From an optimization exercise on the open Yosys and OpenROAD flow, aimed at small area and a short achievable clock period; shortcuts taken in it are not production practice.
Where RTL was checked, it was by simulation tests only, not by an equivalence proof against the original.
Function not checked in run 2: the RTL went through the layout flow alone.

## flow/design.v (module list and top-level ports; edited modules follow where they fit)
// module dadda_32_reg: 14 lines
// module HA: 6 lines
// module HA_sum: 5 lines
// module HA_carry: 5 lines
// module csa_dadda: 6 lines
// module dadda_32: 3345 lines
module dadda_32_reg(clk, A, B, Y);
  // ...
==> flow/flow/run.sh <==
#!/bin/bash
# The standard layout, with timing repair aiming for a setup slack of
# 17.5 ns at the design's 24 ns clock, so that the achieved period shrinks,
# the smallest buffer on each port, and a light load in ABC's mapping so that
# the single-gate modules map to the smallest cells (timing repair sizes them).
bash standard.sh SETUP_SLACK_MARGIN=17.5 'BUFFER_PORTS_ARGS=-buffer_cell sky130_fd_sc_hd__buf_1' ABC_LOAD_IN_FF=1 finish > standard.log 2>&1
==> flow/standard.sh <==
#!/bin/bash
# synth_recipe.tcl (not shown) runs the flow's synth.tcl, then flattens the netlist and writes it again
# the make line also repeats each setting of config.mk as NAME=value (left out here)
make -C /OpenROAD-flow-scripts/flow DESIGN_CONFIG=/design/flow/config.mk WORK_HOME=/design/flow/orfs CLKGATE_MAP_FILE= SYNTH_SCRIPT=/design/flow/synth_recipe.tcl "${@:-finish}"
==> flow/config.mk <==
export PLATFORM = sky130hd
export DESIGN_NAME = dadda_32_reg
export DESIGN_NICKNAME = dadda_32_reg
export VERILOG_FILES = /design/flow/design.v
export SDC_FILE = /design/flow/constraint.sdc
export NUM_CORES = 4
export LEC_CHECK = 0
export CAP_MARGIN = 20
export CORE_MARGIN = 2
export CORE_UTILIZATION = 55
export SLEW_MARGIN = 20
export SYNTH_HIERARCHICAL = 1
export SYNTH_MINIMUM_KEEP_SIZE = 0
==> flow/constraint.sdc <==
create_clock -name core_clock -period 24.0 [get_ports {clk}]
set_input_delay 4.8000 -clock core_clock [delete_from_list [all_inputs] [get_ports {clk}]]
set_output_delay 4.8000 -clock core_clock [all_outputs]
set_load 0.01 [all_outputs]
==> impl_metrics.tcl, run 1 <==
set metrics [dict create \
    ff_latch_area_mm2 0.00265 \
    synth_mux_area_share_pct 0 \
    top_layer_used "met4" \
    drv_slew 0 \
    synthArstFlopShare_pct 0 \
    rsz0062_at_grt "yes" \
    synth_ff_type "dfxtp_1" \
    hp-start "b_r[1]$_DFF_P_" \
    multi_input_area_share_pct 77.8 \
    dominant_cells "multi-input combinational cells" \
    status "finished clean" \
    arrival_ps 6780 \
    final_cell_count_no_fill 3190 \
    yosys.area_share.simple_pct 5.90 \
    worstSetupStartpointType "flip-flop" \
    drv_cap 0 \
    netlist_area_mm2 0.0259 \
    clock_area_share_pct 1.89 \
    use_met1_pct 48.7 \
    ys_seq_elements 128 \
    cp_slowest_cell "fa_1" \
    fillerInstances 3680 \
    stdcell_area_mm2 0.0303 \
    synth_area_leaders "fa_1, xnor2_1, a22oi_1" \
    drive_gt1_share_pct 16.7 \
    yosysMostFrequentCell "xnor2_1" \
    buf_share_pct 8.34 \
    cp_common_cell "fa_1" \
    cp_max_fo 5 \
    synth_cells 2541 \
    endpoint "Y[62]$_DFF_P_" \
    track_usage_pct 37.6 \
    synth-xor-area-share_pct 19.9 \
    tightest_slew_ps 672 \
    fmax_mhz 156 \
    cp_cell_sequence "nand2b_4 -> o21ai_4 -> buf_12 -> buf_6 -> a22oi_1 -> xnor2_1 -> fa_1 -> fa_1 -> fa_1 -> fa_1 -> fa_1 -> fa_1 -> ha_4 -> nand4_1 -> buf_4 -> nor4_4 -> and3_1 -> o211ai_2 -> o211ai_4 -> o41a_4 -> a21oi_2 -> xor2_1" \
    sh_seq_area_pct 8.74 \
]
==> module HA, before the edit <==
module HA(a, b, Sum, Cout);
input a, b;
output Sum, Cout;
HA_sum s(.a(a), .b(b), .y(Sum));
HA_carry c(.a(a), .b(b), .y(Cout));
endmodule
==> run 2, diff against run 1 <==
--- a/flow/design.v
+++ b/flow/design.v
@@ -11,28 +11,17 @@
         b_r <= B;
         Y   <= p;
     end
 endmodule
 
 module HA(a, b, Sum, Cout);
 input a, b;
 output Sum, Cout;
-HA_sum s(.a(a), .b(b), .y(Sum));
-HA_carry c(.a(a), .b(b), .y(Cout));
-endmodule
-module HA_sum(a, b, y);
-input a, b;
-output y;
-assign y = ~(a ^ b);
-endmodule
-module HA_carry(a, b, y);
-input a, b;
-output y;
-assign y = a | b;
+csa_dadda fa(.A(a), .B(b), .Cin(1'b1), .Y(Sum), .Cout(Cout));
 endmodule
 module csa_dadda(A,B,Cin,Y,Cout);
 input A,B,Cin;
 output Y,Cout;
 assign Y = A^B^Cin;
 assign Cout = (A&B)|(A&Cin)|(B&Cin);
 endmodule
 module dadda_32(A, B, Y);
@@ -2643,94 +2632,94 @@
     csa_dadda fa277 (.A(bp_3_5), .B(bp_4_3), .Cin(bp_5_1), .Y(s611), .Cout(c612));
     HA ha28 (.a(c338), .b(s339), .Sum(s613), .Cout(c614));
     csa_dadda fa278 (.A(bp_5_2), .B(bp_6_0), .Cin(c340), .Y(s615), .Cout(c616));
     HA ha29 (.a(s341), .b(s343), .Sum(s617), .Cout(c618));
     csa_dadda fa279 (.A(bp_6_1), .B(c342), .Cin(c344), .Y(s619), .Cout(c620));
     HA ha30 (.a(s345), .b(s347), .Sum(s621), .Cout(c622));
     csa_dadda fa280 (.A(c346), .B(c348), .Cin(s349), .Y(s623), .Cout(c624));
     HA ha31 (.a(s351), .b(s353), .Sum(s625), .Cout(c626));
-    csa_dadda fa281 (.A(s359), .B(c350), .Cin(c352), .Y(s627), .Cout(c628));
-    csa_dadda fa282 (.A(c354), .B(s355), .Cin(s357), .Y(s629), .Cout(c630));
-    csa_dadda fa283 (.A(c360), .B(c356), .Cin(c358), .Y(s631), .Cout(c632));
+    csa_dadda fa281 (.A(c350), .B(c352), .Cin(c354), .Y(s627), .Cout(c628));
+    csa_dadda fa282 (.A(s355), .B(s357), .Cin(s359), .Y(s629), .Cout(c630));
+    csa_dadda fa283 (.A(c356), .B(c358), .Cin(c360), .Y(s631), .Cout(c632));
     csa_dadda fa284 (.A(s361), .B(s363), .Cin(s365), .Y(s633), .Cout(c634));
     csa_dadda fa285 (.A(c362), .B(c364), .Cin(s367), .Y(s635), .Cout(c636));
     csa_dadda fa286 (.A(s369), .B(c366), .Cin(s371), .Y(s637), .Cout(c638));
     csa_dadda fa287 (.A(c368), .B(c370), .Cin(s373), .Y(s639), .Cout(c640));
-    csa_dadda fa288 (.A(c372), .B(s377), .Cin(s375), .Y(s641), .Cout(c642));
-    csa_dadda fa289 (.A(c374), .B(s379), .Cin(c378), .Y(s643), .Cout(c644));
-    csa_dadda fa290 (.A(s383), .B(c376), .Cin(s381), .Y(s645), .Cout(c646));
-    csa_dadda fa291 (.A(c380), .B(s385), .Cin(c384), .Y(s647), .Cout(c648));
-    csa_dadda fa292 (.A(s389), .B(c382), .Cin(s387), .Y(s649), .Cout(c650));
-    csa_dadda fa293 (.A(c386), .B(c390), .Cin(s395), .Y(s651), .Cout(c652));
-    csa_dadda fa294 (.A(c388), .B(s391), .Cin(s393), .Y(s653), .Cout(c654));
-    csa_dadda fa295 (.A(c396), .B(s401), .Cin(c392), .Y(s655), .Cout(c656));
-    csa_dadda fa296 (.A(c394), .B(s397), .Cin(s399), .Y(s657), .Cout(c658));
-    csa_dadda fa297 (.A(c402), .B(s407), .Cin(c398), .Y(s659), .Cout(c660));
-    csa_dadda fa298 (.A(c400), .B(s403), .Cin(s405), .Y(s661), .Cout(c662));
-    csa_dadda fa299 (.A(c408), .B(c404), .Cin(c406), .Y(s663), .Cout(c664));
+    csa_dadda fa288 (.A(c372), .B(s375), .Cin(s377), .Y(s641), .Cout(c642));
+    csa_dadda fa289 (.A(c374), .B(s379), .Cin(c376), .Y(s643), .Cout(c644));
+    csa_dadda fa290 (.A(c378), .B(s381), .Cin(s383), .Y(s645), .Cout(c646));
+    csa_dadda fa291 (.A(c380), .B(s385), .Cin(c382), .Y(s647), .Cout(c648));
+    csa_dadda fa292 (.A(c384), .B(s387), .Cin(s389), .Y(s649), .Cout(c650));
+    csa_dadda fa293 (.A(c386), .B(c388), .Cin(c390), .Y(s651), .Cout(c652));
+    csa_dadda fa294 (.A(s391), .B(s393), .Cin(s395), .Y(s653), .Cout(c654));
+    csa_dadda fa295 (.A(c392), .B(c394), .Cin(c396), .Y(s655), .Cout(c656));
+    csa_dadda fa296 (.A(s397), .B(s399), .Cin(s401), .Y(s657), .Cout(c658));
+    csa_dadda fa297 (.A(c398), .B(c400), .Cin(c402), .Y(s659), .Cout(c660));
+    csa_dadda fa298 (.A(s403), .B(s405), .Cin(s407), .Y(s661), .Cout(c662));
+    csa_dadda fa299 (.A(c404), .B(c406), .Cin(c408), .Y(s663), .Cout(c664));
     csa_dadda fa300 (.A(s409), .B(s411), .Cin(s413), .Y(s665), .Cout(c666));
     csa_dadda fa301 (.A(c410), .B(c412), .Cin(s415), .Y(s667), .Cout(c668));
     csa_dadda fa302 (.A(s417), .B(c414), .Cin(s419), .Y(s669), .Cout(c670));
     csa_dadda fa303 (.A(c416), .B(c418), .Cin(s421), .Y(s671), .Cout(c672));
     csa_dadda fa304 (.A(s423), .B(c420), .Cin(s425), .Y(s673), .Cout(c674));
     csa_dadda fa305 (.A(c422), .B(c424), .Cin(s427), .Y(s675), .Cout(c676));
-    csa_dadda fa306 (.A(c426), .B(s431), .Cin(s429), .Y(s677), .Cout(c678));
-    csa_dadda fa307 (.A(c428), .B(s433), .Cin(c432), .Y(s679), .Cout(c680));
-    csa_dadda fa308 (.A(s437), .B(c430), .Cin(s435), .Y(s681), .Cout(c682));
-    csa_dadda fa309 (.A(c434), .B(s439), .Cin(c438), .Y(s683), .Cout(c684));
-    csa_dadda fa310 (.A(s443), .B(c436), .Cin(s441), .Y(s685), .Cout(c686));
-    csa_dadda fa311 (.A(c440), .B(s445), .Cin(c444), .Y(s687), .Cout(c688));
-    csa_dadda fa312 (.A(s449), .B(c442), .Cin(s447), .Y(s689), .Cout(c690));
-    csa_dadda fa313 (.A(c446), .B(c450), .Cin(s455), .Y(s691), .Cout(c692));
-    csa_dadda fa314 (.A(c448), .B(s451), .Cin(s453), .Y(s693), .Cout(c694));
-    csa_dadda fa315 (.A(s457), .B(c456), .Cin(c452), .Y(s695), .Cout(c696));
-    csa_dadda fa316 (.A(c454), .B(s459), .Cin(s461), .Y(s697), .Cout(c698));
+    csa_dadda fa306 (.A(c426), .B(s429), .Cin(s431), .Y(s677), .Cout(c678));
+    csa_dadda fa307 (.A(c428), .B(s433), .Cin(c430), .Y(s679), .Cout(c680));
+    csa_dadda fa308 (.A(c432), .B(s435), .Cin(s437), .Y(s681), .Cout(c682));
+    csa_dadda fa309 (.A(c434), .B(s439), .Cin(c436), .Y(s683), .Cout(c684));
+    csa_dadda fa310 (.A(c438), .B(s441), .Cin(s443), .Y(s685), .Cout(c686));
+    csa_dadda fa311 (.A(c440), .B(s445), .Cin(c442), .Y(s687), .Cout(c688));
+    csa_dadda fa312 (.A(c444), .B(s447), .Cin(s449), .Y(s689), .Cout(c690));
+    csa_dadda fa313 (.A(c446), .B(c448), .Cin(s451), .Y(s691), .Cout(c692));
+    csa_dadda fa314 (.A(c450), .B(s453), .Cin(s455), .Y(s693), .Cout(c694));
+    csa_dadda fa315 (.A(s457), .B(c452), .Cin(c454), .Y(s695), .Cout(c696));
+    csa_dadda fa316 (.A(c456), .B(s459), .Cin(s461), .Y(s697), .Cout(c698));
     csa_dadda fa317 (.A(c458), .B(s463), .Cin(c460), .Y(s699), .Cout(c700));
     csa_dadda fa318 (.A(c462), .B(s465), .Cin(s467), .Y(s701), .Cout(c702));
     csa_dadda fa319 (.A(c464), .B(s469), .Cin(c466), .Y(s703), .Cout(c704));
     csa_dadda fa320 (.A(c468), .B(s471), .Cin(s473), .Y(s705), .Cout(c706));
     csa_dadda fa321 (.A(c470), .B(s475), .Cin(c472), .Y(s707), .Cout(c708));
     csa_dadda fa322 (.A(s477), .B(c474), .Cin(s479), .Y(s709), .Cout(c710));
-    csa_dadda fa323 (.A(c476), .B(s481), .Cin(s485), .Y(s711), .Cout(c712));
-    csa_dadda fa324 (.A(c478), .B(c480), .Cin(s483), .Y(s713), .Cout(c714));
-    csa_dadda fa325 (.A(s487), .B(c482), .Cin(c486), .Y(s715), .Cout(c716));
-    csa_dadda fa326 (.A(c484), .B(s489), .Cin(s491), .Y(s717), .Cout(c718));
-    csa_dadda fa327 (.A(c488), .B(s493), .Cin(s497), .Y(s719), .Cout(c720));
-    csa_dadda fa328 (.A(c490), .B(c492), .Cin(s495), .Y(s721), .Cout(c722));
-    csa_dadda fa329 (.A(c494), .B(s499), .Cin(c498), .Y(s723), .Cout(c724));
-    csa_dadda fa330 (.A(c496), .B(s501), .Cin(s503), .Y(s725), .Cout(c726));
-    csa_dadda fa331 (.A(c500), .B(s505), .Cin(s509), .Y(s727), .Cout(c728));
-    csa_dadda fa332 (.A(c502), .B(c504), .Cin(s507), .Y(s729), .Cout(c730));
+    csa_dadda fa323 (.A(c476), .B(s481), .Cin(c478), .Y(s711), .Cout(c712));
+    csa_dadda fa324 (.A(c480), .B(s483), .Cin(s485), .Y(s713), .Cout(c714));
+    csa_dadda fa325 (.A(s487), .B(c482), .Cin(c484), .Y(s715), .Cout(c716));
+    csa_dadda fa326 (.A(c486), .B(s489), .Cin(s491), .Y(s717), .Cout(c718));
+    csa_dadda fa327 (.A(c488), .B(s493), .Cin(c490), .Y(s719), .Cout(c720));
+    csa_dadda fa328 (.A(c492), .B(s495), .Cin(s497), .Y(s721), .Cout(c722));
+    csa_dadda fa329 (.A(c494), .B(s499), .Cin(c496), .Y(s723), .Cout(c724));
+    csa_dadda fa330 (.A(s501), .B(c498), .Cin(s503), .Y(s725), .Cout(c726));
+    csa_dadda fa331 (.A(c500), .B(s505), .Cin(c502), .Y(s727), .Cout(c728));
+    csa_dadda fa332 (.A(c504), .B(s507), .Cin(s509), .Y(s729), .Cout(c730));
     csa_dadda fa333 (.A(c506), .B(s511), .Cin(s513), .Y(s731), .Cout(c732));
-    csa_dadda fa334 (.A(c510), .B(c508), .Cin(s515), .Y(s733), .Cout(c734));
+    csa_dadda fa334 (.A(c508), .B(c510), .Cin(s515), .Y(s733), .Cout(c734));
     csa_dadda fa335 (.A(c512), .B(c514), .Cin(s517), .Y(s735), .Cout(c736));
-    csa_dadda fa336 (.A(s519), .B(s521), .Cin(c516), .Y(s737), .Cout(c738));
+    csa_dadda fa336 (.A(s519), .B(c516), .Cin(s521), .Y(s737), .Cout(c738));
     csa_dadda fa337 (.A(c518), .B(c520), .Cin(s523), .Y(s739), .Cout(c740));
     csa_dadda fa338 (.A(s525), .B(c522), .Cin(s527), .Y(s741), .Cout(c742));
-    csa_dadda fa339 (.A(s533), .B(c524), .Cin(c526), .Y(s743), .Cout(c744));
-    csa_dadda fa340 (.A(s529), .B(s531), .Cin(c528), .Y(s745), .Cout(c746));
-    csa_dadda fa341 (.A(c534), .B(c530), .Cin(c532), .Y(s747), .Cout(c748));
+    csa_dadda fa339 (.A(c524), .B(c526), .Cin(s529), .Y(s743), .Cout(c744));
+    csa_dadda fa340 (.A(s531), .B(s533), .Cin(c528), .Y(s745), .Cout(c746));
+    csa_dadda fa341 (.A(c530), .B(c532), .Cin(c534), .Y(s747), .Cout(c748));
     csa_dadda fa342 (.A(s535), .B(s537), .Cin(s539), .Y(s749), .Cout(c750));
-    csa_dadda fa343 (.A(s545), .B(c536), .Cin(c538), .Y(s751), .Cout(c752));
-    csa_dadda fa344 (.A(c540), .B(s541), .Cin(s543), .Y(s753), .Cout(c754));
-    csa_dadda fa345 (.A(s547), .B(c546), .Cin(c542), .Y(s755), .Cout(c756));
-    csa_dadda fa346 (.A(c544), .B(s549), .Cin(s551), .Y(s757), .Cout(c758));
-    csa_dadda fa347 (.A(c548), .B(s553), .Cin(s557), .Y(s759), .Cout(c760));
-    csa_dadda fa348 (.A(c550), .B(c552), .Cin(s555), .Y(s761), .Cout(c762));
+    csa_dadda fa343 (.A(c536), .B(c538), .Cin(c540), .Y(s751), .Cout(c752));
+    csa_dadda fa344 (.A(s541), .B(s543), .Cin(s545), .Y(s753), .Cout(c754));
+    csa_dadda fa345 (.A(s547), .B(c542), .Cin(c544), .Y(s755), .Cout(c756));
+    csa_dadda fa346 (.A(c546), .B(s549), .Cin(s551), .Y(s757), .Cout(c758));
+    csa_dadda fa347 (.A(c548), .B(s553), .Cin(c550), .Y(s759), .Cout(c760));
+    csa_dadda fa348 (.A(c552), .B(s555), .Cin(s557), .Y(s761), .Cout(c762));
     csa_dadda fa349 (.A(c554), .B(s559), .Cin(s561), .Y(s763), .Cout(c764));
-    csa_dadda fa350 (.A(c558), .B(c556), .Cin(s563), .Y(s765), .Cout(c766));
+    csa_dadda fa350 (.A(c556), .B(c558), .Cin(s563), .Y(s765), .Cout(c766));
     csa_dadda fa351 (.A(c560), .B(c562), .Cin(s565), .Y(s767), .Cout(c768));
-    csa_dadda fa352 (.A(s567), .B(s569), .Cin(c564), .Y(s769), .Cout(c770));
+    csa_dadda fa352 (.A(s567), .B(c564), .Cin(s569), .Y(s769), .Cout(c770));
     csa_dadda fa353 (.A(c566), .B(c568), .Cin(s571), .Y(s771), .Cout(c772));
     csa_dadda fa354 (.A(s573), .B(c570), .Cin(s575), .Y(s773), .Cout(c774));
-    csa_dadda fa355 (.A(s581), .B(c572), .Cin(c574), .Y(s775), .Cout(c776));
-    csa_dadda fa356 (.A(s577), .B(s579), .Cin(c576), .Y(s777), .Cout(c778));
-    csa_dadda fa357 (.A(bp_15_23), .B(c582), .Cin(c578), .Y(s779), .Cout(c780));
-    csa_dadda fa358 (.A(c580), .B(s583), .Cin(s585), .Y(s781), .Cout(c782));
+    csa_dadda fa355 (.A(c572), .B(c574), .Cin(s577), .Y(s775), .Cout(c776));
+    csa_dadda fa356 (.A(s579), .B(s581), .Cin(c576), .Y(s777), .Cout(c778));
+    csa_dadda fa357 (.A(bp_15_23), .B(c578), .Cin(c580), .Y(s779), .Cout(c780));
+    csa_dadda fa358 (.A(c582), .B(s583), .Cin(s585), .Y(s781), .Cout(c782));
     csa_dadda fa359 (.A(bp_15_24), .B(c584), .Cin(c586), .Y(s783), .Cout(c784));
     HA ha32 (.a(s587), .b(s589), .Sum(s785), .Cout(c786));
     csa_dadda fa360 (.A(bp_13_29), .B(bp_14_27), .Cin(bp_15_25), .Y(s787), .Cout(c788));
     csa_dadda fa361 (.A(c588), .B(c590), .Cin(s591), .Y(s789), .Cout(c790));
     csa_dadda fa362 (.A(bp_13_30), .B(bp_14_28), .Cin(bp_15_26), .Y(s791), .Cout(c792));
     HA ha33 (.a(c592), .b(s593), .Sum(s793), .Cout(c794));
     csa_dadda fa363 (.A(pp_16_25), .B(neg12), .Cin(bp_13_31), .Y(s795), .Cout(c796));
     csa_dadda fa364 (.A(bp_14_29), .B(bp_15_27), .Cin(c594), .Y(s797), .Cout(c798));
@@ -2738,94 +2727,94 @@
     HA ha34 (.a(bp_14_30), .b(bp_15_28), .Sum(s801), .Cout(c802));
     csa_dadda fa366 (.A(pp_16_27), .B(neg13), .Cin(bp_14_31), .Y(s803), .Cout(c804));
     csa_dadda fa367 (.A(1'b0), .B(pp_16_28), .Cin(bp_14_32), .Y(s805), .Cout(c806));
     csa_dadda fa368 (.A(nn2), .B(bp_0_4), .Cin(bp_1_2), .Y(s807), .Cout(c808));
     csa_dadda fa369 (.A(bp_0_5), .B(bp_1_3), .Cin(bp_2_1), .Y(s809), .Cout(c810));
     csa_dadda fa370 (.A(bp_2_2), .B(bp_3_0), .Cin(s595), .Y(s811), .Cout(c812));
     csa_dadda fa371 (.A(bp_3_1), .B(c596), .Cin(s597), .Y(s813), .Cout(c814));
     csa_dadda fa372 (.A(c598), .B(s599), .Cin(s601), .Y(s815), .Cout(c816));
-    csa_dadda fa373 (.A(s605), .B(c600), .Cin(c602), .Y(s817), .Cout(c818));
-    csa_dadda fa374 (.A(c606), .B(c604), .Cin(s607), .Y(s819), .Cout(c820));
+    csa_dadda fa373 (.A(c600), .B(c602), .Cin(s603), .Y(s817), .Cout(c818));
+    csa_dadda fa374 (.A(c604), .B(c606), .Cin(s607), .Y(s819), .Cout(c820));
     csa_dadda fa375 (.A(c608), .B(s611), .Cin(c610), .Y(s821), .Cout(c822));
-    csa_dadda fa376 (.A(c612), .B(c614), .Cin(s617), .Y(s823), .Cout(c824));
-    csa_dadda fa377 (.A(c618), .B(s621), .Cin(c616), .Y(s825), .Cout(c826));
-    csa_dadda fa378 (.A(c622), .B(s625), .Cin(c620), .Y(s827), .Cout(c828));
-    csa_dadda fa379 (.A(c626), .B(c624), .Cin(s627), .Y(s829), .Cout(c830));
+    csa_dadda fa376 (.A(c612), .B(c614), .Cin(s615), .Y(s823), .Cout(c824));
+    csa_dadda fa377 (.A(c616), .B(c618), .Cin(s619), .Y(s825), .Cout(c826));
+    csa_dadda fa378 (.A(c620), .B(c622), .Cin(s623), .Y(s827), .Cout(c828));
+    csa_dadda fa379 (.A(c624), .B(c626), .Cin(s627), .Y(s829), .Cout(c830));
     csa_dadda fa380 (.A(c628), .B(c630), .Cin(s631), .Y(s831), .Cout(c832));
     csa_dadda fa381 (.A(c632), .B(s635), .Cin(c634), .Y(s833), .Cout(c834));
     csa_dadda fa382 (.A(c636), .B(s639), .Cin(c638), .Y(s835), .Cout(c836));
     csa_dadda fa383 (.A(c640), .B(s643), .Cin(c642), .Y(s837), .Cout(c838));
     csa_dadda fa384 (.A(c644), .B(s647), .Cin(c646), .Y(s839), .Cout(c840));
-    csa_dadda fa385 (.A(c648), .B(s651), .Cin(c650), .Y(s841), .Cout(c842));
-    csa_dadda fa386 (.A(c652), .B(s655), .Cin(c654), .Y(s843), .Cout(c844));
-    csa_dadda fa387 (.A(c656), .B(s659), .Cin(c658), .Y(s845), .Cout(c846));
+    csa_dadda fa385 (.A(c648), .B(c650), .Cin(s651), .Y(s841), .Cout(c842));
+    csa_dadda fa386 (.A(c652), .B(c654), .Cin(s655), .Y(s843), .Cout(c844));
+    csa_dadda fa387 (.A(c656), .B(c658), .Cin(s659), .Y(s845), .Cout(c846));
     csa_dadda fa388 (.A(c660), .B(c662), .Cin(s663), .Y(s847), .Cout(c848));
     csa_dadda fa389 (.A(c664), .B(s667), .Cin(c666), .Y(s849), .Cout(c850));
     csa_dadda fa390 (.A(c668), .B(s671), .Cin(c670), .Y(s851), .Cout(c852));
     csa_dadda fa391 (.A(c672), .B(s675), .Cin(c674), .Y(s853), .Cout(c854));
     csa_dadda fa392 (.A(c676), .B(s679), .Cin(c678), .Y(s855), .Cout(c856));
     csa_dadda fa393 (.A(c680), .B(s683), .Cin(c682), .Y(s857), .Cout(c858));
     csa_dadda fa394 (.A(c684), .B(s687), .Cin(c686), .Y(s859), .Cout(c860));
     csa_dadda fa395 (.A(c688), .B(s691), .Cin(c690), .Y(s861), .Cout(c862));
     csa_dadda fa396 (.A(c692), .B(s695), .Cin(c694), .Y(s863), .Cout(c864));
     csa_dadda fa397 (.A(c696), .B(s699), .Cin(c698), .Y(s865), .Cout(c866));
     csa_dadda fa398 (.A(c700), .B(s703), .Cin(c702), .Y(s867), .Cout(c868));
     csa_dadda fa399 (.A(c704), .B(s707), .Cin(c706), .Y(s869), .Cout(c870));
-    csa_dadda fa400 (.A(s711), .B(c708), .Cin(c710), .Y(s871), .Cout(c872));
-    csa_dadda fa401 (.A(s715), .B(c712), .Cin(c714), .Y(s873), .Cout(c874));
+    csa_dadda fa400 (.A(c708), .B(s711), .Cin(c710), .Y(s871), .Cout(c872));
+    csa_dadda fa401 (.A(c712), .B(s715), .Cin(c714), .Y(s873), .Cout(c874));
     csa_dadda fa402 (.A(c716), .B(s719), .Cin(c718), .Y(s875), .Cout(c876));
-    csa_dadda fa403 (.A(s723), .B(c720), .Cin(c722), .Y(s877), .Cout(c878));
+    csa_dadda fa403 (.A(c720), .B(s723), .Cin(c722), .Y(s877), .Cout(c878));
     csa_dadda fa404 (.A(c724), .B(s727), .Cin(c726), .Y(s879), .Cout(c880));
     csa_dadda fa405 (.A(s731), .B(c728), .Cin(c730), .Y(s881), .Cout(c882));
     csa_dadda fa406 (.A(c732), .B(s735), .Cin(c734), .Y(s883), .Cout(c884));
     csa_dadda fa407 (.A(c736), .B(s739), .Cin(c738), .Y(s885), .Cout(c886));
     csa_dadda fa408 (.A(c740), .B(s743), .Cin(c742), .Y(s887), .Cout(c888));
     csa_dadda fa409 (.A(c744), .B(s747), .Cin(s749), .Y(s889), .Cout(c890));
-    csa_dadda fa410 (.A(c748), .B(s751), .Cin(c750), .Y(s891), .Cout(c892));
-    csa_dadda fa411 (.A(c752), .B(s755), .Cin(c754), .Y(s893), .Cout(c894));
-    csa_dadda fa412 (.A(s759), .B(c756), .Cin(c758), .Y(s895), .Cout(c896));
+    csa_dadda fa410 (.A(c748), .B(c750), .Cin(s751), .Y(s891), .Cout(c892));
+    csa_dadda fa411 (.A(c752), .B(c754), .Cin(s755), .Y(s893), .Cout(c894));
+    csa_dadda fa412 (.A(c756), .B(s759), .Cin(c758), .Y(s895), .Cout(c896));
     csa_dadda fa413 (.A(s763), .B(c760), .Cin(c762), .Y(s897), .Cout(c898));
     csa_dadda fa414 (.A(c764), .B(s767), .Cin(c766), .Y(s899), .Cout(c900));
     csa_dadda fa415 (.A(c768), .B(s771), .Cin(c770), .Y(s901), .Cout(c902));
     csa_dadda fa416 (.A(c772), .B(s775), .Cin(c774), .Y(s903), .Cout(c904));
     csa_dadda fa417 (.A(c776), .B(s779), .Cin(s781), .Y(s905), .Cout(c906));
-    csa_dadda fa418 (.A(s785), .B(c780), .Cin(c782), .Y(s907), .Cout(c908));
-    csa_dadda fa419 (.A(s787), .B(c786), .Cin(c784), .Y(s909), .Cout(c910));
-    csa_dadda fa420 (.A(c788), .B(s791), .Cin(s793), .Y(s911), .Cout(c912));
+    csa_dadda fa418 (.A(c780), .B(c782), .Cin(s783), .Y(s907), .Cout(c908));
+    csa_dadda fa419 (.A(s787), .B(c784), .Cin(c786), .Y(s909), .Cout(c910));
+    csa_dadda fa420 (.A(c788), .B(s791), .Cin(c790), .Y(s911), .Cout(c912));
     csa_dadda fa421 (.A(c792), .B(s795), .Cin(c794), .Y(s913), .Cout(c914));
-    csa_dadda fa422 (.A(s801), .B(c796), .Cin(s799), .Y(s915), .Cout(c916));
-    csa_dadda fa423 (.A(bp_15_29), .B(c802), .Cin(c800), .Y(s917), .Cout(c918));
+    csa_dadda fa422 (.A(c796), .B(s799), .Cin(s801), .Y(s915), .Cout(c916));
+    csa_dadda fa423 (.A(bp_15_29), .B(c800), .Cin(c802), .Y(s917), .Cout(c918));
     csa_dadda fa424 (.A(bp_15_30), .B(c804), .Cin(s805), .Y(s919), .Cout(c920));
     csa_dadda fa425 (.A(pp_16_29), .B(neg14), .Cin(bp_15_31), .Y(s921), .Cout(c922));
     csa_dadda fa426 (.A(1'b0), .B(pp_16_30), .Cin(bp_15_32), .Y(s923), .Cout(c924));
     csa_dadda fa427 (.A(nn1), .B(bp_0_2), .Cin(bp_1_0), .Y(s925), .Cout(c926));
     HA ha35 (.a(bp_0_3), .b(bp_1_1), .Sum(s927), .Cout(c928));
     HA ha36 (.a(bp_2_0), .b(s807), .Sum(s929), .Cout(c930));
     HA ha37 (.a(c808), .b(s809), .Sum(s931), .Cout(c932));
     HA ha38 (.a(c810), .b(s811), .Sum(s933), .Cout(c934));
     HA ha39 (.a(c812), .b(s813), .Sum(s935), .Cout(c936));
     HA ha40 (.a(c814), .b(s815), .Sum(s937), .Cout(c938));
-    csa_dadda fa428 (.A(s603), .B(c816), .Cin(s817), .Y(s939), .Cout(c940));
-    csa_dadda fa429 (.A(s609), .B(c818), .Cin(s819), .Y(s941), .Cout(c942));
-    csa_dadda fa430 (.A(s613), .B(c820), .Cin(s821), .Y(s943), .Cout(c944));
-    csa_dadda fa431 (.A(s615), .B(c822), .Cin(s823), .Y(s945), .Cout(c946));
-    csa_dadda fa432 (.A(s619), .B(c824), .Cin(s825), .Y(s947), .Cout(c948));
-    csa_dadda fa433 (.A(s623), .B(c826), .Cin(s827), .Y(s949), .Cout(c950));
+    csa_dadda fa428 (.A(s605), .B(c816), .Cin(s817), .Y(s939), .Cout(c940));
+    csa_dadda fa429 (.A(c818), .B(s609), .Cin(s819), .Y(s941), .Cout(c942));
+    csa_dadda fa430 (.A(c820), .B(s613), .Cin(s821), .Y(s943), .Cout(c944));
+    csa_dadda fa431 (.A(s617), .B(c822), .Cin(s823), .Y(s945), .Cout(c946));
+    csa_dadda fa432 (.A(s621), .B(c824), .Cin(s825), .Y(s947), .Cout(c948));
+    csa_dadda fa433 (.A(s625), .B(c826), .Cin(s827), .Y(s949), .Cout(c950));
     csa_dadda fa434 (.A(s629), .B(c828), .Cin(s829), .Y(s951), .Cout(c952));
-    csa_dadda fa435 (.A(s633), .B(c830), .Cin(s831), .Y(s953), .Cout(c954));
-    csa_dadda fa436 (.A(s637), .B(c832), .Cin(s833), .Y(s955), .Cout(c956));
+    csa_dadda fa435 (.A(c830), .B(s831), .Cin(s633), .Y(s953), .Cout(c954));
+    csa_dadda fa436 (.A(c832), .B(s637), .Cin(s833), .Y(s955), .Cout(c956));
     csa_dadda fa437 (.A(s641), .B(c834), .Cin(s835), .Y(s957), .Cout(c958));
     csa_dadda fa438 (.A(s645), .B(c836), .Cin(s837), .Y(s959), .Cout(c960));
     csa_dadda fa439 (.A(s649), .B(c838), .Cin(s839), .Y(s961), .Cout(c962));
     csa_dadda fa440 (.A(s653), .B(c840), .Cin(s841), .Y(s963), .Cout(c964));
     csa_dadda fa441 (.A(s657), .B(c842), .Cin(s843), .Y(s965), .Cout(c966));
     csa_dadda fa442 (.A(s661), .B(c844), .Cin(s845), .Y(s967), .Cout(c968));
-    csa_dadda fa443 (.A(s665), .B(c846), .Cin(s847), .Y(s969), .Cout(c970));
-    csa_dadda fa444 (.A(s669), .B(c848), .Cin(s849), .Y(s971), .Cout(c972));
+    csa_dadda fa443 (.A(c846), .B(s847), .Cin(s665), .Y(s969), .Cout(c970));
+    csa_dadda fa444 (.A(c848), .B(s669), .Cin(s849), .Y(s971), .Cout(c972));
     csa_dadda fa445 (.A(s673), .B(c850), .Cin(s851), .Y(s973), .Cout(c974));
     csa_dadda fa446 (.A(s677), .B(c852), .Cin(s853), .Y(s975), .Cout(c976));
     csa_dadda fa447 (.A(s681), .B(c854), .Cin(s855), .Y(s977), .Cout(c978));
     csa_dadda fa448 (.A(s685), .B(c856), .Cin(s857), .Y(s979), .Cout(c980));
     csa_dadda fa449 (.A(s689), .B(c858), .Cin(s859), .Y(s981), .Cout(c982));
     csa_dadda fa450 (.A(s693), .B(c860), .Cin(s861), .Y(s983), .Cout(c984));
     csa_dadda fa451 (.A(s697), .B(c862), .Cin(s863), .Y(s985), .Cout(c986));
     csa_dadda fa452 (.A(s701), .B(c864), .Cin(s865), .Y(s987), .Cout(c988));
@@ -2844,35 +2833,35 @@
     csa_dadda fa465 (.A(s753), .B(c890), .Cin(s891), .Y(s1013), .Cout(c1014));
     csa_dadda fa466 (.A(s757), .B(c892), .Cin(s893), .Y(s1015), .Cout(c1016));
     csa_dadda fa467 (.A(s761), .B(c894), .Cin(s895), .Y(s1017), .Cout(c1018));
     csa_dadda fa468 (.A(s765), .B(c896), .Cin(s897), .Y(s1019), .Cout(c1020));
     csa_dadda fa469 (.A(s769), .B(c898), .Cin(s899), .Y(s1021), .Cout(c1022));
     csa_dadda fa470 (.A(s773), .B(c900), .Cin(s901), .Y(s1023), .Cout(c1024));
     csa_dadda fa471 (.A(s777), .B(c902), .Cin(s903), .Y(s1025), .Cout(c1026));
     csa_dadda fa472 (.A(c778), .B(s905), .Cin(c904), .Y(s1027), .Cout(c1028));
-    csa_dadda fa473 (.A(s783), .B(c906), .Cin(s907), .Y(s1029), .Cout(c1030));
+    csa_dadda fa473 (.A(s785), .B(c906), .Cin(s907), .Y(s1029), .Cout(c1030));
     csa_dadda fa474 (.A(s789), .B(c908), .Cin(s909), .Y(s1031), .Cout(c1032));
-    csa_dadda fa475 (.A(c790), .B(s911), .Cin(c910), .Y(s1033), .Cout(c1034));
-    csa_dadda fa476 (.A(s797), .B(s913), .Cin(c912), .Y(s1035), .Cout(c1036));
+    csa_dadda fa475 (.A(s793), .B(c910), .Cin(s911), .Y(s1033), .Cout(c1034));
+    csa_dadda fa476 (.A(s797), .B(c912), .Cin(s913), .Y(s1035), .Cout(c1036));
     csa_dadda fa477 (.A(c798), .B(s915), .Cin(c914), .Y(s1037), .Cout(c1038));
     csa_dadda fa478 (.A(s803), .B(c916), .Cin(s917), .Y(s1039), .Cout(c1040));
     HA ha41 (.a(c918), .b(s919), .Sum(s1041), .Cout(c1042));
     csa_dadda fa479 (.A(c806), .B(s921), .Cin(c920), .Y(s1043), .Cout(c1044));
     HA ha42 (.a(c922), .b(s923), .Sum(s1045), .Cout(c1046));
     csa_dadda fa480 (.A(pp_16_31), .B(neg15), .Cin(c924), .Y(s1047), .Cout(c1048));
     wire [63:0] nx, ny;
     assign nx[0] = nn0;
     assign ny[0] = bp_0_0;
     assign nx[1] = bp_0_1;
     assign ny[1] = 1'b1;
     assign nx[2] = s925;
     assign ny[2] = 1'b1;
-    assign nx[3] = s927;
-    assign ny[3] = c926;
+    assign nx[3] = c926;
+    assign ny[3] = s927;
     assign nx[4] = c928;
     assign ny[4] = s929;
     assign nx[5] = c930;
     assign ny[5] = s931;
     assign nx[6] = c932;
     assign ny[6] = s933;
     assign nx[7] = c934;
     assign ny[7] = s935;
@@ -2969,414 +2958,24 @@
     assign nx[53] = c1026;
     assign ny[53] = s1027;
     assign nx[54] = s1029;
     assign ny[54] = c1028;
     assign nx[55] = c1030;
     assign ny[55] = s1031;
     assign nx[56] = c1032;
     assign ny[56] = s1033;
-    assign nx[57] = s1035;
-    assign ny[57] = c1034;
-    assign nx[58] = s1037;
-    assign ny[58] = c1036;
+    assign nx[57] = c1034;
+    assign ny[57] = s1035;
+    assign nx[58] = c1036;
+    assign ny[58] = s1037;
     assign nx[59] = s1039;
     assign ny[59] = c1038;
-    assign nx[60] = s1041;
-    assign ny[60] = c1040;
+    assign nx[60] = c1040;
+    assign ny[60] = s1041;
     assign nx[61] = c1042;
     assign ny[61] = s1043;
     assign nx[62] = s1045;
     assign ny[62] = c1044;
     assign nx[63] = c1046;
     assign ny[63] = s1047;
-    wire [63:0] g0, p0;
-    assign g0 = nx & ny;
-    assign p0 = nx ^ ny;
-    wire gc0; assign gc0 = g0[0] | p0[0];
-    wire gg1; assign gg1 = g0[1] | (p0[1] & gc0);
-    wire gg2; assign gg2 = g0[3] | (p0[3] & g0[2]);
-    wire pg2; assign pg2 = p0[3] & p0[2];
-    wire gg3; assign gg3 = g0[5] | (p0[5] & g0[4]);
-    wire pg3; assign pg3 = p0[5] & p0[4];
-    wire gg4; assign gg4 = g0[7] | (p0[7] & g0[6]);
-    wire pg4; assign pg4 = p0[7] & p0[6];
-    wire gg5; assign gg5 = g0[9] | (p0[9] & g0[8]);
-    wire pg5; assign pg5 = p0[9] & p0[8];
-    wire gg6; assign gg6 = g0[11] | (p0[11] & g0[10]);
-    wire pg6; assign pg6 = p0[11] & p0[10];
-    wire gg7; assign gg7 = g0[13] | (p0[13] & g0[12]);
-    wire pg7; assign pg7 = p0[13] & p0[12];
-    wire gg8; assign gg8 = g0[15] | (p0[15] & g0[14]);
-    wire pg8; assign pg8 = p0[15] & p0[14];
-    wire gg9; assign gg9 = g0[17] | (p0[17] & g0[16]);
-    wire pg9; assign pg9 = p0[17] & p0[16];
-    wire gg10; assign gg10 = g0[19] | (p0[19] & g0[18]);
-    wire pg10; assign pg10 = p0[19] & p0[18];
-    wire gg11; assign gg11 = g0[21] | (p0[21] & g0[20]);
-    wire pg11; assign pg11 = p0[21] & p0[20];
-    wire gg12; assign gg12 = g0[23] | (p0[23] & g0[22]);
-    wire pg12; assign pg12 = p0[23] & p0[22];
-    wire gg13; assign gg13 = g0[25] | (p0[25] & g0[24]);
-    wire pg13; assign pg13 = p0[25] & p0[24];
-    wire gg14; assign gg14 = g0[27] | (p0[27] & g0[26]);
-    wire pg14; assign pg14 = p0[27] & p0[26];
-    wire gg15; assign gg15 = g0[29] | (p0[29] & g0[28]);
-    wire pg15; assign pg15 = p0[29] & p0[28];
-    wire gg16; assign gg16 = g0[31] | (p0[31] & g0[30]);
-    wire pg16; assign pg16 = p0[31] & p0[30];
-    wire gg17; assign gg17 = g0[33] | (p0[33] & g0[32]);
-    wire pg17; assign pg17 = p0[33] & p0[32];
-    wire gg18; assign gg18 = g0[35] | (p0[35] & g0[34]);
-    wire pg18; assign pg18 = p0[35] & p0[34];
-    wire gg19; assign gg19 = g0[37] | (p0[37] & g0[36]);
-    wire pg19; assign pg19 = p0[37] & p0[36];
-    wire gg20; assign gg20 = g0[39] | (p0[39] & g0[38]);
-    wire pg20; assign pg20 = p0[39] & p0[38];
-    wire gg21; assign gg21 = g0[41] | (p0[41] & g0[40]);
-    wire pg21; assign pg21 = p0[41] & p0[40];
-    wire gg22; assign gg22 = g0[43] | (p0[43] & g0[42]);
-    wire pg22; assign pg22 = p0[43] & p0[42];
-    wire gg23; assign gg23 = g0[45] | (p0[45] & g0[44]);
-    wire pg23; assign pg23 = p0[45] & p0[44];
-    wire gg24; assign gg24 = g0[47] | (p0[47] & g0[46]);
-    wire pg24; assign pg24 = p0[47] & p0[46];
-    wire gg25; assign gg25 = g0[49] | (p0[49] & g0[48]);
-    wire pg25; assign pg25 = p0[49] & p0[48];
-    wire gg26; assign gg26 = g0[51] | (p0[51] & g0[50]);
-    wire pg26; assign pg26 = p0[51] & p0[50];
-    wire gg27; assign gg27 = g0[53] | (p0[53] & g0[52]);
-    wire pg27; assign pg27 = p0[53] & p0[52];
-    wire gg28; assign gg28 = g0[55] | (p0[55] & g0[54]);
-    wire pg28; assign pg28 = p0[55] & p0[54];
-    wire gg29; assign gg29 = g0[57] | (p0[57] & g0[56]);
-    wire pg29; assign pg29 = p0[57] & p0[56];
-    wire gg30; assign gg30 = g0[59] | (p0[59] & g0[58]);
-    wire pg30; assign pg30 = p0[59] & p0[58];
-    wire gg31; assign gg31 = g0[61] | (p0[61] & g0[60]);
-    wire pg31; assign pg31 = p0[61] & p0[60];
-    wire gg32; assign gg32 = g0[63] | (p0[63] & g0[62]);
-    wire pg32; assign pg32 = p0[63] & p0[62];
-    wire gg33; assign gg33 = g0[2] | (p0[2] & gg1);
-    wire gg34; assign gg34 = gg2 | (pg2 & gg1);
-    wire gg35; assign gg35 = g0[6] | (p0[6] & gg3);
-    wire pg35; assign pg35 = p0[6] & pg3;
-    wire gg36; assign gg36 = gg4 | (pg4 & gg3);
-    wire pg36; assign pg36 = pg4 & pg3;
-    wire gg37; assign gg37 = g0[10] | (p0[10] & gg5);
-    wire pg37; assign pg37 = p0[10] & pg5;
-    wire gg38; assign gg38 = gg6 | (pg6 & gg5);
-    wire pg38; assign pg38 = pg6 & pg5;
-    wire gg39; assign gg39 = g0[14] | (p0[14] & gg7);
-    wire pg39; assign pg39 = p0[14] & pg7;
-    wire gg40; assign gg40 = gg8 | (pg8 & gg7);
-    wire pg40; assign pg40 = pg8 & pg7;
-    wire gg41; assign gg41 = g0[18] | (p0[18] & gg9);
-    wire pg41; assign pg41 = p0[18] & pg9;
-    wire gg42; assign gg42 = gg10 | (pg10 & gg9);
-    wire pg42; assign pg42 = pg10 & pg9;
-    wire gg43; assign gg43 = g0[22] | (p0[22] & gg11);
-    wire pg43; assign pg43 = p0[22] & pg11;
-    wire gg44; assign gg44 = gg12 | (pg12 & gg11);
-    wire pg44; assign pg44 = pg12 & pg11;
-    wire gg45; assign gg45 = g0[26] | (p0[26] & gg13);
-    wire pg45; assign pg45 = p0[26] & pg13;
-    wire gg46; assign gg46 = gg14 | (pg14 & gg13);
-    wire pg46; assign pg46 = pg14 & pg13;
-    wire gg47; assign gg47 = g0[30] | (p0[30] & gg15);
-    wire pg47; assign pg47 = p0[30] & pg15;
-    wire gg48; assign gg48 = gg16 | (pg16 & gg15);
-    wire pg48; assign pg48 = pg16 & pg15;
-    wire gg49; assign gg49 = g0[34] | (p0[34] & gg17);
-    wire pg49; assign pg49 = p0[34] & pg17;
-    wire gg50; assign gg50 = gg18 | (pg18 & gg17);
-    wire pg50; assign pg50 = pg18 & pg17;
-    wire gg51; assign gg51 = g0[38] | (p0[38] & gg19);
-    wire pg51; assign pg51 = p0[38] & pg19;
-    wire gg52; assign gg52 = gg20 | (pg20 & gg19);
-    wire pg52; assign pg52 = pg20 & pg19;
-    wire gg53; assign gg53 = g0[42] | (p0[42] & gg21);
-    wire pg53; assign pg53 = p0[42] & pg21;
-    wire gg54; assign gg54 = gg22 | (pg22 & gg21);
-    wire pg54; assign pg54 = pg22 & pg21;
-    wire gg55; assign gg55 = g0[46] | (p0[46] & gg23);
-    wire pg55; assign pg55 = p0[46] & pg23;
-    wire gg56; assign gg56 = gg24 | (pg24 & gg23);
-    wire pg56; assign pg56 = pg24 & pg23;
-    wire gg57; assign gg57 = g0[50] | (p0[50] & gg25);
-    wire pg57; assign pg57 = p0[50] & pg25;
-    wire gg58; assign gg58 = gg26 | (pg26 & gg25);
-    wire pg58; assign pg58 = pg26 & pg25;
-    wire gg59; assign gg59 = g0[54] | (p0[54] & gg27);
-    wire pg59; assign pg59 = p0[54] & pg27;
-    wire gg60; assign gg60 = gg28 | (pg28 & gg27);
-    wire pg60; assign pg60 = pg28 & pg27;
-    wire gg61; assign gg61 = g0[58] | (p0[58] & gg29);
-    wire pg61; assign pg61 = p0[58] & pg29;
-    wire gg62; assign gg62 = gg30 | (pg30 & gg29);
-    wire pg62; assign pg62 = pg30 & pg29;
-    wire gg63; assign gg63 = g0[62] | (p0[62] & gg31);
-    wire pg63; assign pg63 = p0[62] & pg31;
-    wire gg64; assign gg64 = gg32 | (pg32 & gg31);
-    wire pg64; assign pg64 = pg32 & pg31;
-    wire gg65; assign gg65 = g0[4] | (p0[4] & gg34);
-    wire gg66; assign gg66 = gg3 | (pg3 & gg34);
-    wire gg67; assign gg67 = gg35 | (pg35 & gg34);
-    wire gg68; assign gg68 = gg36 | (pg36 & gg34);
-    wire gg69; assign gg69 = g0[12] | (p0[12] & gg38);
-    wire pg69; assign pg69 = p0[12] & pg38;
-    wire gg70; assign gg70 = gg7 | (pg7 & gg38);
-    wire pg70; assign pg70 = pg7 & pg38;
-    wire gg71; assign gg71 = gg39 | (pg39 & gg38);
-    wire pg71; assign pg71 = pg39 & pg38;
-    wire gg72; assign gg72 = gg40 | (pg40 & gg38);
-    wire pg72; assign pg72 = pg40 & pg38;
-    wire gg73; assign gg73 = g0[20] | (p0[20] & gg42);
-    wire pg73; assign pg73 = p0[20] & pg42;
-    wire gg74; assign gg74 = gg11 | (pg11 & gg42);
-    wire pg74; assign pg74 = pg11 & pg42;
-    wire gg75; assign gg75 = gg43 | (pg43 & gg42);
-    wire pg75; assign pg75 = pg43 & pg42;
-    wire gg76; assign gg76 = gg44 | (pg44 & gg42);
-    wire pg76; assign pg76 = pg44 & pg42;
-    wire gg77; assign gg77 = g0[28] | (p0[28] & gg46);
-    wire pg77; assign pg77 = p0[28] & pg46;
-    wire gg78; assign gg78 = gg15 | (pg15 & gg46);
-    wire pg78; assign pg78 = pg15 & pg46;
-    wire gg79; assign gg79 = gg47 | (pg47 & gg46);
-    wire pg79; assign pg79 = pg47 & pg46;
-    wire gg80; assign gg80 = gg48 | (pg48 & gg46);
-    wire pg80; assign pg80 = pg48 & pg46;
-    wire gg81; assign gg81 = g0[36] | (p0[36] & gg50);
-    wire pg81; assign pg81 = p0[36] & pg50;
-    wire gg82; assign gg82 = gg19 | (pg19 & gg50);
-    wire pg82; assign pg82 = pg19 & pg50;
-    wire gg83; assign gg83 = gg51 | (pg51 & gg50);
-    wire pg83; assign pg83 = pg51 & pg50;
-    wire gg84; assign gg84 = gg52 | (pg52 & gg50);
-    wire pg84; assign pg84 = pg52 & pg50;
-    wire gg85; assign gg85 = g0[44] | (p0[44] & gg54);
-    wire pg85; assign pg85 = p0[44] & pg54;
-    wire gg86; assign gg86 = gg23 | (pg23 & gg54);
-    wire pg86; assign pg86 = pg23 & pg54;
-    wire gg87; assign gg87 = gg55 | (pg55 & gg54);
-    wire pg87; assign pg87 = pg55 & pg54;
-    wire gg88; assign gg88 = gg56 | (pg56 & gg54);
-    wire pg88; assign pg88 = pg56 & pg54;
-    wire gg89; assign gg89 = g0[52] | (p0[52] & gg58);
-    wire pg89; assign pg89 = p0[52] & pg58;
-    wire gg90; assign gg90 = gg27 | (pg27 & gg58);
-    wire pg90; assign pg90 = pg27 & pg58;
-    wire gg91; assign gg91 = gg59 | (pg59 & gg58);
-    wire pg91; assign pg91 = pg59 & pg58;
-    wire gg92; assign gg92 = gg60 | (pg60 & gg58);
-    wire pg92; assign pg92 = pg60 & pg58;
-    wire gg93; assign gg93 = g0[60] | (p0[60] & gg62);
-    wire pg93; assign pg93 = p0[60] & pg62;
-    wire gg94; assign gg94 = gg31 | (pg31 & gg62);
-    wire pg94; assign pg94 = pg31 & pg62;
-    wire gg95; assign gg95 = gg63 | (pg63 & gg62);
-    wire pg95; assign pg95 = pg63 & pg62;
-    wire gg96; assign gg96 = gg64 | (pg64 & gg62);
-    wire pg96; assign pg96 = pg64 & pg62;
-    wire gg97; assign gg97 = g0[8] | (p0[8] & gg68);
-    wire gg98; assign gg98 = gg5 | (pg5 & gg68);
-    wire gg99; assign gg99 = gg37 | (pg37 & gg68);
-    wire gg100; assign gg100 = gg38 | (pg38 & gg68);
-    wire gg101; assign gg101 = gg69 | (pg69 & gg68);
-    wire gg102; assign gg102 = gg70 | (pg70 & gg68);
-    wire gg103; assign gg103 = gg71 | (pg71 & gg68);
-    wire gg104; assign gg104 = gg72 | (pg72 & gg68);
-    wire gg105; assign gg105 = g0[24] | (p0[24] & gg76);
-    wire pg105; assign pg105 = p0[24] & pg76;
-    wire gg106; assign gg106 = gg13 | (pg13 & gg76);
-    wire pg106; assign pg106 = pg13 & pg76;
-    wire gg107; assign gg107 = gg45 | (pg45 & gg76);
-    wire pg107; assign pg107 = pg45 & pg76;
-    wire gg108; assign gg108 = gg46 | (pg46 & gg76);
-    wire pg108; assign pg108 = pg46 & pg76;
-    wire gg109; assign gg109 = gg77 | (pg77 & gg76);
-    wire pg109; assign pg109 = pg77 & pg76;
-    wire gg110; assign gg110 = gg78 | (pg78 & gg76);
-    wire pg110; assign pg110 = pg78 & pg76;
-    wire gg111; assign gg111 = gg79 | (pg79 & gg76);
-    wire pg111; assign pg111 = pg79 & pg76;
-    wire gg112; assign gg112 = gg80 | (pg80 & gg76);
-    wire pg112; assign pg112 = pg80 & pg76;
-    wire gg113; assign gg113 = g0[40] | (p0[40] & gg84);
-    wire pg113; assign pg113 = p0[40] & pg84;
-    wire gg114; assign gg114 = gg21 | (pg21 & gg84);
-    wire pg114; assign pg114 = pg21 & pg84;
-    wire gg115; assign gg115 = gg53 | (pg53 & gg84);
-    wire pg115; assign pg115 = pg53 & pg84;
-    wire gg116; assign gg116 = gg54 | (pg54 & gg84);
-    wire pg116; assign pg116 = pg54 & pg84;
-    wire gg117; assign gg117 = gg85 | (pg85 & gg84);
-    wire pg117; assign pg117 = pg85 & pg84;
-    wire gg118; assign gg118 = gg86 | (pg86 & gg84);
-    wire pg118; assign pg118 = pg86 & pg84;
-    wire gg119; assign gg119 = gg87 | (pg87 & gg84);
-    wire pg119; assign pg119 = pg87 & pg84;
-    wire gg120; assign gg120 = gg88 | (pg88 & gg84);
-    wire pg120; assign pg120 = pg88 & pg84;
-    wire gg121; assign gg121 = g0[56] | (p0[56] & gg92);
-    wire pg121; assign pg121 = p0[56] & pg92;
-    wire gg122; assign gg122 = gg29 | (pg29 & gg92);
-    wire pg122; assign pg122 = pg29 & pg92;
-    wire gg123; assign gg123 = gg61 | (pg61 & gg92);
-    wire pg123; assign pg123 = pg61 & pg92;
-    wire gg124; assign gg124 = gg62 | (pg62 & gg92);
-    wire pg124; assign pg124 = pg62 & pg92;
-    wire gg125; assign gg125 = gg93 | (pg93 & gg92);
-    wire pg125; assign pg125 = pg93 & pg92;
-    wire gg126; assign gg126 = gg94 | (pg94 & gg92);
-    wire pg126; assign pg126 = pg94 & pg92;
-    wire gg127; assign gg127 = gg95 | (pg95 & gg92);
-    wire pg127; assign pg127 = pg95 & pg92;
-    wire gg128; assign gg128 = gg96 | (pg96 & gg92);
-    wire pg128; assign pg128 = pg96 & pg92;
-    wire gg129; assign gg129 = g0[16] | (p0[16] & gg104);
-    wire gg130; assign gg130 = gg9 | (pg9 & gg104);
-    wire gg131; assign gg131 = gg41 | (pg41 & gg104);
-    wire gg132; assign gg132 = gg42 | (pg42 & gg104);
-    wire gg133; assign gg133 = gg73 | (pg73 & gg104);
-    wire gg134; assign gg134 = gg74 | (pg74 & gg104);
-    wire gg135; assign gg135 = gg75 | (pg75 & gg104);
-    wire gg136; assign gg136 = gg76 | (pg76 & gg104);
-    wire gg137; assign gg137 = gg105 | (pg105 & gg104);
-    wire gg138; assign gg138 = gg106 | (pg106 & gg104);
-    wire gg139; assign gg139 = gg107 | (pg107 & gg104);
-    wire gg140; assign gg140 = gg108 | (pg108 & gg104);
-    wire gg141; assign gg141 = gg109 | (pg109 & gg104);
-    wire gg142; assign gg142 = gg110 | (pg110 & gg104);
-    wire gg143; assign gg143 = gg111 | (pg111 & gg104);
-    wire gg144; assign gg144 = gg112 | (pg112 & gg104);
-    wire gg145; assign gg145 = g0[48] | (p0[48] & gg120);
-    wire pg145; assign pg145 = p0[48] & pg120;
-    wire gg146; assign gg146 = gg25 | (pg25 & gg120);
-    wire pg146; assign pg146 = pg25 & pg120;
-    wire gg147; assign gg147 = gg57 | (pg57 & gg120);
-    wire pg147; assign pg147 = pg57 & pg120;
-    wire gg148; assign gg148 = gg58 | (pg58 & gg120);
-    wire pg148; assign pg148 = pg58 & pg120;
-    wire gg149; assign gg149 = gg89 | (pg89 & gg120);
-    wire pg149; assign pg149 = pg89 & pg120;
-    wire gg150; assign gg150 = gg90 | (pg90 & gg120);
-    wire pg150; assign pg150 = pg90 & pg120;
-    wire gg151; assign gg151 = gg91 | (pg91 & gg120);
-    wire pg151; assign pg151 = pg91 & pg120;
-    wire gg152; assign gg152 = gg92 | (pg92 & gg120);
-    wire pg152; assign pg152 = pg92 & pg120;
-    wire gg153; assign gg153 = gg121 | (pg121 & gg120);
-    wire pg153; assign pg153 = pg121 & pg120;
-    wire gg154; assign gg154 = gg122 | (pg122 & gg120);
-    wire pg154; assign pg154 = pg122 & pg120;
-    wire gg155; assign gg155 = gg123 | (pg123 & gg120);
-    wire pg155; assign pg155 = pg123 & pg120;
-    wire gg156; assign gg156 = gg124 | (pg124 & gg120);
-    wire pg156; assign pg156 = pg124 & pg120;
-    wire gg157; assign gg157 = gg125 | (pg125 & gg120);
-    wire pg157; assign pg157 = pg125 & pg120;
-    wire gg158; assign gg158 = gg126 | (pg126 & gg120);
-    wire pg158; assign pg158 = pg126 & pg120;
-    wire gg159; assign gg159 = gg127 | (pg127 & gg120);
-    wire pg159; assign pg159 = pg127 & pg120;
-    wire gg160; assign gg160 = gg128 | (pg128 & gg120);
-    wire pg160; assign pg160 = pg128 & pg120;
-    wire gg161; assign gg161 = g0[32] | (p0[32] & gg144);
-    wire gg162; assign gg162 = gg17 | (pg17 & gg144);
-    wire gg163; assign gg163 = gg49 | (pg49 & gg144);
-    wire gg164; assign gg164 = gg50 | (pg50 & gg144);
-    wire gg165; assign gg165 = gg81 | (pg81 & gg144);
-    wire gg166; assign gg166 = gg82 | (pg82 & gg144);
-    wire gg167; assign gg167 = gg83 | (pg83 & gg144);
-    wire gg168; assign gg168 = gg84 | (pg84 & gg144);
-    wire gg169; assign gg169 = gg113 | (pg113 & gg144);
-    wire gg170; assign gg170 = gg114 | (pg114 & gg144);
-    wire gg171; assign gg171 = gg115 | (pg115 & gg144);
-    wire gg172; assign gg172 = gg116 | (pg116 & gg144);
-    wire gg173; assign gg173 = gg117 | (pg117 & gg144);
-    wire gg174; assign gg174 = gg118 | (pg118 & gg144);
-    wire gg175; assign gg175 = gg119 | (pg119 & gg144);
-    wire gg176; assign gg176 = gg120 | (pg120 & gg144);
-    wire gg177; assign gg177 = gg145 | (pg145 & gg144);
-    wire gg178; assign gg178 = gg146 | (pg146 & gg144);
-    wire gg179; assign gg179 = gg147 | (pg147 & gg144);
-    wire gg180; assign gg180 = gg148 | (pg148 & gg144);
-    wire gg181; assign gg181 = gg149 | (pg149 & gg144);
-    wire gg182; assign gg182 = gg150 | (pg150 & gg144);
-    wire gg183; assign gg183 = gg151 | (pg151 & gg144);
-    wire gg184; assign gg184 = gg152 | (pg152 & gg144);
-    wire gg185; assign gg185 = gg153 | (pg153 & gg144);
-    wire gg186; assign gg186 = gg154 | (pg154 & gg144);
-    wire gg187; assign gg187 = gg155 | (pg155 & gg144);
-    wire gg188; assign gg188 = gg156 | (pg156 & gg144);
-    wire gg189; assign gg189 = gg157 | (pg157 & gg144);
-    wire gg190; assign gg190 = gg158 | (pg158 & gg144);
-    wire gg191; assign gg191 = gg159 | (pg159 & gg144);
-    wire gg192; assign gg192 = gg160 | (pg160 & gg144);
-    wire [63:0] cc;
-    assign cc[0] = gc0;
-    assign cc[1] = gg1;
-    assign cc[2] = gg33;
-    assign cc[3] = gg34;
-    assign cc[4] = gg65;
-    assign cc[5] = gg66;
-    assign cc[6] = gg67;
-    assign cc[7] = gg68;
-    assign cc[8] = gg97;
-    assign cc[9] = gg98;
-    assign cc[10] = gg99;
-    assign cc[11] = gg100;
-    assign cc[12] = gg101;
-    assign cc[13] = gg102;
-    assign cc[14] = gg103;
-    assign cc[15] = gg104;
-    assign cc[16] = gg129;
-    assign cc[17] = gg130;
-    assign cc[18] = gg131;
-    assign cc[19] = gg132;
-    assign cc[20] = gg133;
-    assign cc[21] = gg134;
-    assign cc[22] = gg135;
-    assign cc[23] = gg136;
-    assign cc[24] = gg137;
-    assign cc[25] = gg138;
-    assign cc[26] = gg139;
-    assign cc[27] = gg140;
-    assign cc[28] = gg141;
-    assign cc[29] = gg142;
-    assign cc[30] = gg143;
-    assign cc[31] = gg144;
-    assign cc[32] = gg161;
-    assign cc[33] = gg162;
-    assign cc[34] = gg163;
-    assign cc[35] = gg164;
-    assign cc[36] = gg165;
-    assign cc[37] = gg166;
-    assign cc[38] = gg167;
-    assign cc[39] = gg168;
-    assign cc[40] = gg169;
-    assign cc[41] = gg170;
-    assign cc[42] = gg171;
-    assign cc[43] = gg172;
-    assign cc[44] = gg173;
-    assign cc[45] = gg174;
-    assign cc[46] = gg175;
-    assign cc[47] = gg176;
-    assign cc[48] = gg177;
-    assign cc[49] = gg178;
-    assign cc[50] = gg179;
-    assign cc[51] = gg180;
-    assign cc[52] = gg181;
-    assign cc[53] = gg182;
-    assign cc[54] = gg183;
-    assign cc[55] = gg184;
-    assign cc[56] = gg185;
-    assign cc[57] = gg186;
-    assign cc[58] = gg187;
-    assign cc[59] = gg188;
-    assign cc[60] = gg189;
-    assign cc[61] = gg190;
-    assign cc[62] = gg191;
-    assign cc[63] = gg192;
-    assign Y = ~(p0 ^ {cc[62:0], 1'b1});
+    assign Y = ~(nx + ny + 64'd1);
 endmodule
==> flow/flow/run.sh (replaced) <==
#!/bin/bash
# The standard layout, with timing repair aiming for a setup slack of
# 17.5 ns at the design's 24 ns clock, so that the achieved period shrinks.
bash standard.sh SETUP_SLACK_MARGIN=17.5 finish > standard.log 2>&1
==> flow/config.mk (replaced) <==
export PLATFORM = sky130hd
export DESIGN_NAME = dadda_32_reg
export DESIGN_NICKNAME = dadda_32_reg
export VERILOG_FILES = /design/flow/design.v
export SDC_FILE = /design/flow/constraint.sdc
export NUM_CORES = 4
export LEC_CHECK = 0
export CAP_MARGIN = 20
export CORE_MARGIN = 2
export CORE_UTILIZATION = 40
export SLEW_MARGIN = 20
export SYNTH_HIERARCHICAL = 1
export SYNTH_MINIMUM_KEEP_SIZE = 0
==> run 2 against run 1 <==
Net effect:
- via count increased by 9.2%
- core utilization is 17 points lower
- synthesized area is 6.5% higher
- die area rose by 45%
==> impl_metrics.tcl, run 2 <==
set metrics [dict create \
    status "finished clean" \
    hold_path_class "reg -> reg" \
    netlist_top_cells_count "fa_1, xnor2_1, a22oi_1" \
    fillerInstances 6189 \
    grt_pass1_vias 24900 \
    setup_viol 0 \
    crit_required_ps 24400 \
    worst_slack_ps 17480 \
    vias_per_cell 6.41 \
    synth_fa_ha_area_share_pct 41.5 \
    area_growth_pct 19.6 \
    drive_gt1_share_pct 16.6 \
    synth_area_leaders "fa_1, xnor2_1, a22oi_1" \
    synth_mux_area_share_pct 0.0725 \
    synth-xor-area-share_pct 17.6 \
    clock_path_buffers 2 \
    utilization_pct 48.3 \
    synth.largest_area_cell "fa_1" \
    layout_common_cells "xnor2_1, fa_1, a22oi_1" \
    synth_top_cell_area_share_pct 38.0 \
    clkTransAtPathRegs_ps 70 \
    netlist_area_mm2 0.0276 \
    reg_top3 "Y x64, a_r x32, b_r x32" \
    antenna_found_initial 1 \
    largest_reg_flops 64 \
    synthArstFlopShare_pct 0 \
    cts_num_sinks 128 \
    hold_depth 2 \
    place_ws_ps 15990 \
    critical_path_class "reg -> reg" \
    rows 96 \
    min_period_ps 6520 \
    firstDrtPassIters 6 \
    rsz0062_at_grt "yes" \
    synth_cells 2757 \
    cts_buffers 17 \
    cp-end-kind "flip-flop" \
    grt_first_pass_wirelength_mm 154 \
    start_util_pct 40.3 \
    arrival_ps 6920 \
    ys_seq_elements 128 \
    hpwl_mm 68.0 \
    routabilityCongestion 0.945 \
    met2_wirelength_mm 49.4 \
    drtIter0Drc 2994 \
    fin_crit_sh_pct 27.2 \
    synth_ff_type "dfxtp_1" \
    drv_slew 0 \
    fin_worst_skew_ps 19.5 \
    route.vias.total 23600 \
    dpl_cell_area_mm2 0.0295 \
    routedLengthMet1_mm 37.4 \
    synth-seq-area-share_pct 9.28 \
    post-route-drc-count 0 \
    final_nets 3448 \
    overflow 0 \
    ctsRootBufferMaster "clkbuf_16" \
    final_cell_count_no_fill 3678 \
    wl_per_cell_um 29.1 \
    cts_hold_buf 0 \
    ant_nets 0 \
    finalSetupTns_ps 0 \
    die_width_um 267 \
    wl_met3_mm 12.6 \
    die_area_mm2 0.0712 \
    fin_hold_ws_ps 667 \
    reg2regPathDepth 20 \
    relSlewSlack_pct 53.1 \
    yosys.area_share.simple_pct 5.70 \
    top_layer_used "met4" \
    grt_max_degree 63 \
    core_area_mm2 0.0685 \
    stdcell_area_mm2 0.0330 \
    synth_warnings 7 \
    boundaryPins 129 \
    cp_max_fo 19 \
    routed_wl_mm 107 \
    ys_types 82 \
    numPlacedInstances 3548 \
    insertion_delay_ps 500 \
    tightest_slew_ps 696 \
    syn_avg_cell_area_um2 10.0 \
    drv_cap 0 \
    synth_edf_count 0 \
    die_h_um 267 \
    hold_viol_final 0 \
    synth_top_family_by_area "adder cells" \
    cts_tree "yes" \
    regMostFlops "Y" \
    final_common_cell "xnor2_1" \
    yosysMostFrequentCell "fa_1" \
    cts_max_level 4 \
    fmax_mhz 153 \
    port-buffer-count 128 \
    track_usage_pct 29.0 \
    synth_compound_area_share_pct 20.3 \
    worstSetupStartpointType "flip-flop" \
]
[run 2: cell count changes after synthesis, sizes merged, moves of 17 or more]
cell,delta
a21o,+35
buf,+22
a21oi,+42
or2,-48
nand2,+30
xnor2,-30
o21ai,+17
fa,+39
conb,+43
[run 2: worst paths after layout]
check	startpoint	endpoint	slack (ps)
min reg2reg	b_r[1]$_DFF_P_	Y[0]$_DFF_P_	670
max reg2reg	b_r[21]$_DFF_P_	Y[54]$_DFF_P_	17480
max	b_r[21]$_DFF_P_	Y[54]$_DFF_P_	17480
min	b_r[1]$_DFF_P_	Y[0]$_DFF_P_	670
[run 2: worst max-delay path: stages (launching register included)]
cell	delay, ps
dfxtp_4	380
nand3b_1	210
o21ai_4	110
buf_6	250
a22oi_1	120
xnor2_1	240
fa_1	470
fa_1	590
fa_1	470
fa_2	380
fa_1	520
fa_2	510
ha_4	330
nand4_1	240
or3_4	480
a211oi_4	240
buf_6	170
o21ai_4	90
a21oi_4	260
nor2_2	80
o311ai_1	260
[run 2: cell type report]
type / count / area, µm² / share of cell area, %
multi-input cells: 2294 / 25000 / 75.8
repair buffers: 302 / 3510 / 10.6
flip-flops and latches: 128 / 2620 / 7.93
well taps: 882 / 1100 / 3.34
clock buffers: 18 / 439 / 1.33
inverters: 38 / 184 / 0.557
clock inverters: 14 / 140 / 0.424
repair inverters: 1 / 8.76 / 0.0265
diodes: 1 / 2.50 / 0.00757
[run 2: metal layers]
metal  up-vias  GRT usage, %
met1     11900          34.5
met3       437          8.06
met2      1801          46.7
li1       9484             -
met5         -        0.0693
met4         0          17.4
[run 2: what timing repair did]
| item | in CTS | in global routing |
|---|---|---|
| endpoints found under the hold margin | 0 | 0 |
| resized for setup | 190 | 221 |
| pin swaps | 19 | 77 |
| setup endpoints to repair | 37 | 28 |
| cloned | 2 | 19 |
| setup buffers | 15 | 61 |
[run 2: Yosys stat by module (local to each module, per instance)]
module	area (µm²)	cells inside	copies in the design	flops+latches
dadda_32_reg	2560	128	1	128
csa_dadda	20.0	1	524	0
HA	3.75	1	43	0
dadda_32	14400	2062	1	0
[run 2: cell families after synthesis]
group	Yosys count
DFF	128
adders and majority gates	601
other	44
muxes	2
AOI/OAI and AO/OA	776
and+or+nand+nor	304
xor gates and xnor gates	554
buffers and inverters	348

==> afterwards: timing with drivers on the ports <==
The flow's constraints put no driver on any port. The routed layouts listed below were extracted and timed again, unchanged, in two steps.
Step 1: set_driving_cell puts a clkbuf_16 on clk and a buf_2 on each other input, an assumption about the parent block.
Step 2 moves the port delays by t, midway between the first and last clock arrival at a register: inputs arrive t later, outputs are due t later. That takes back most of the time a late clock gives input paths.
Slacks: no drivers / after step 1 / after step 2; pairs: no drivers / after step 1.
run | t (ns) | setup slack, ns | slew at the worst register clock pin (ns)
run 1 | 0.561 | 17.608 / 17.608 / 17.608 | 0.07 / 0.07
run 2 | 0.554 | 17.482 / 17.482 / 17.482 | 0.07 / 0.07
After both steps setup and hold are still met in every run listed.
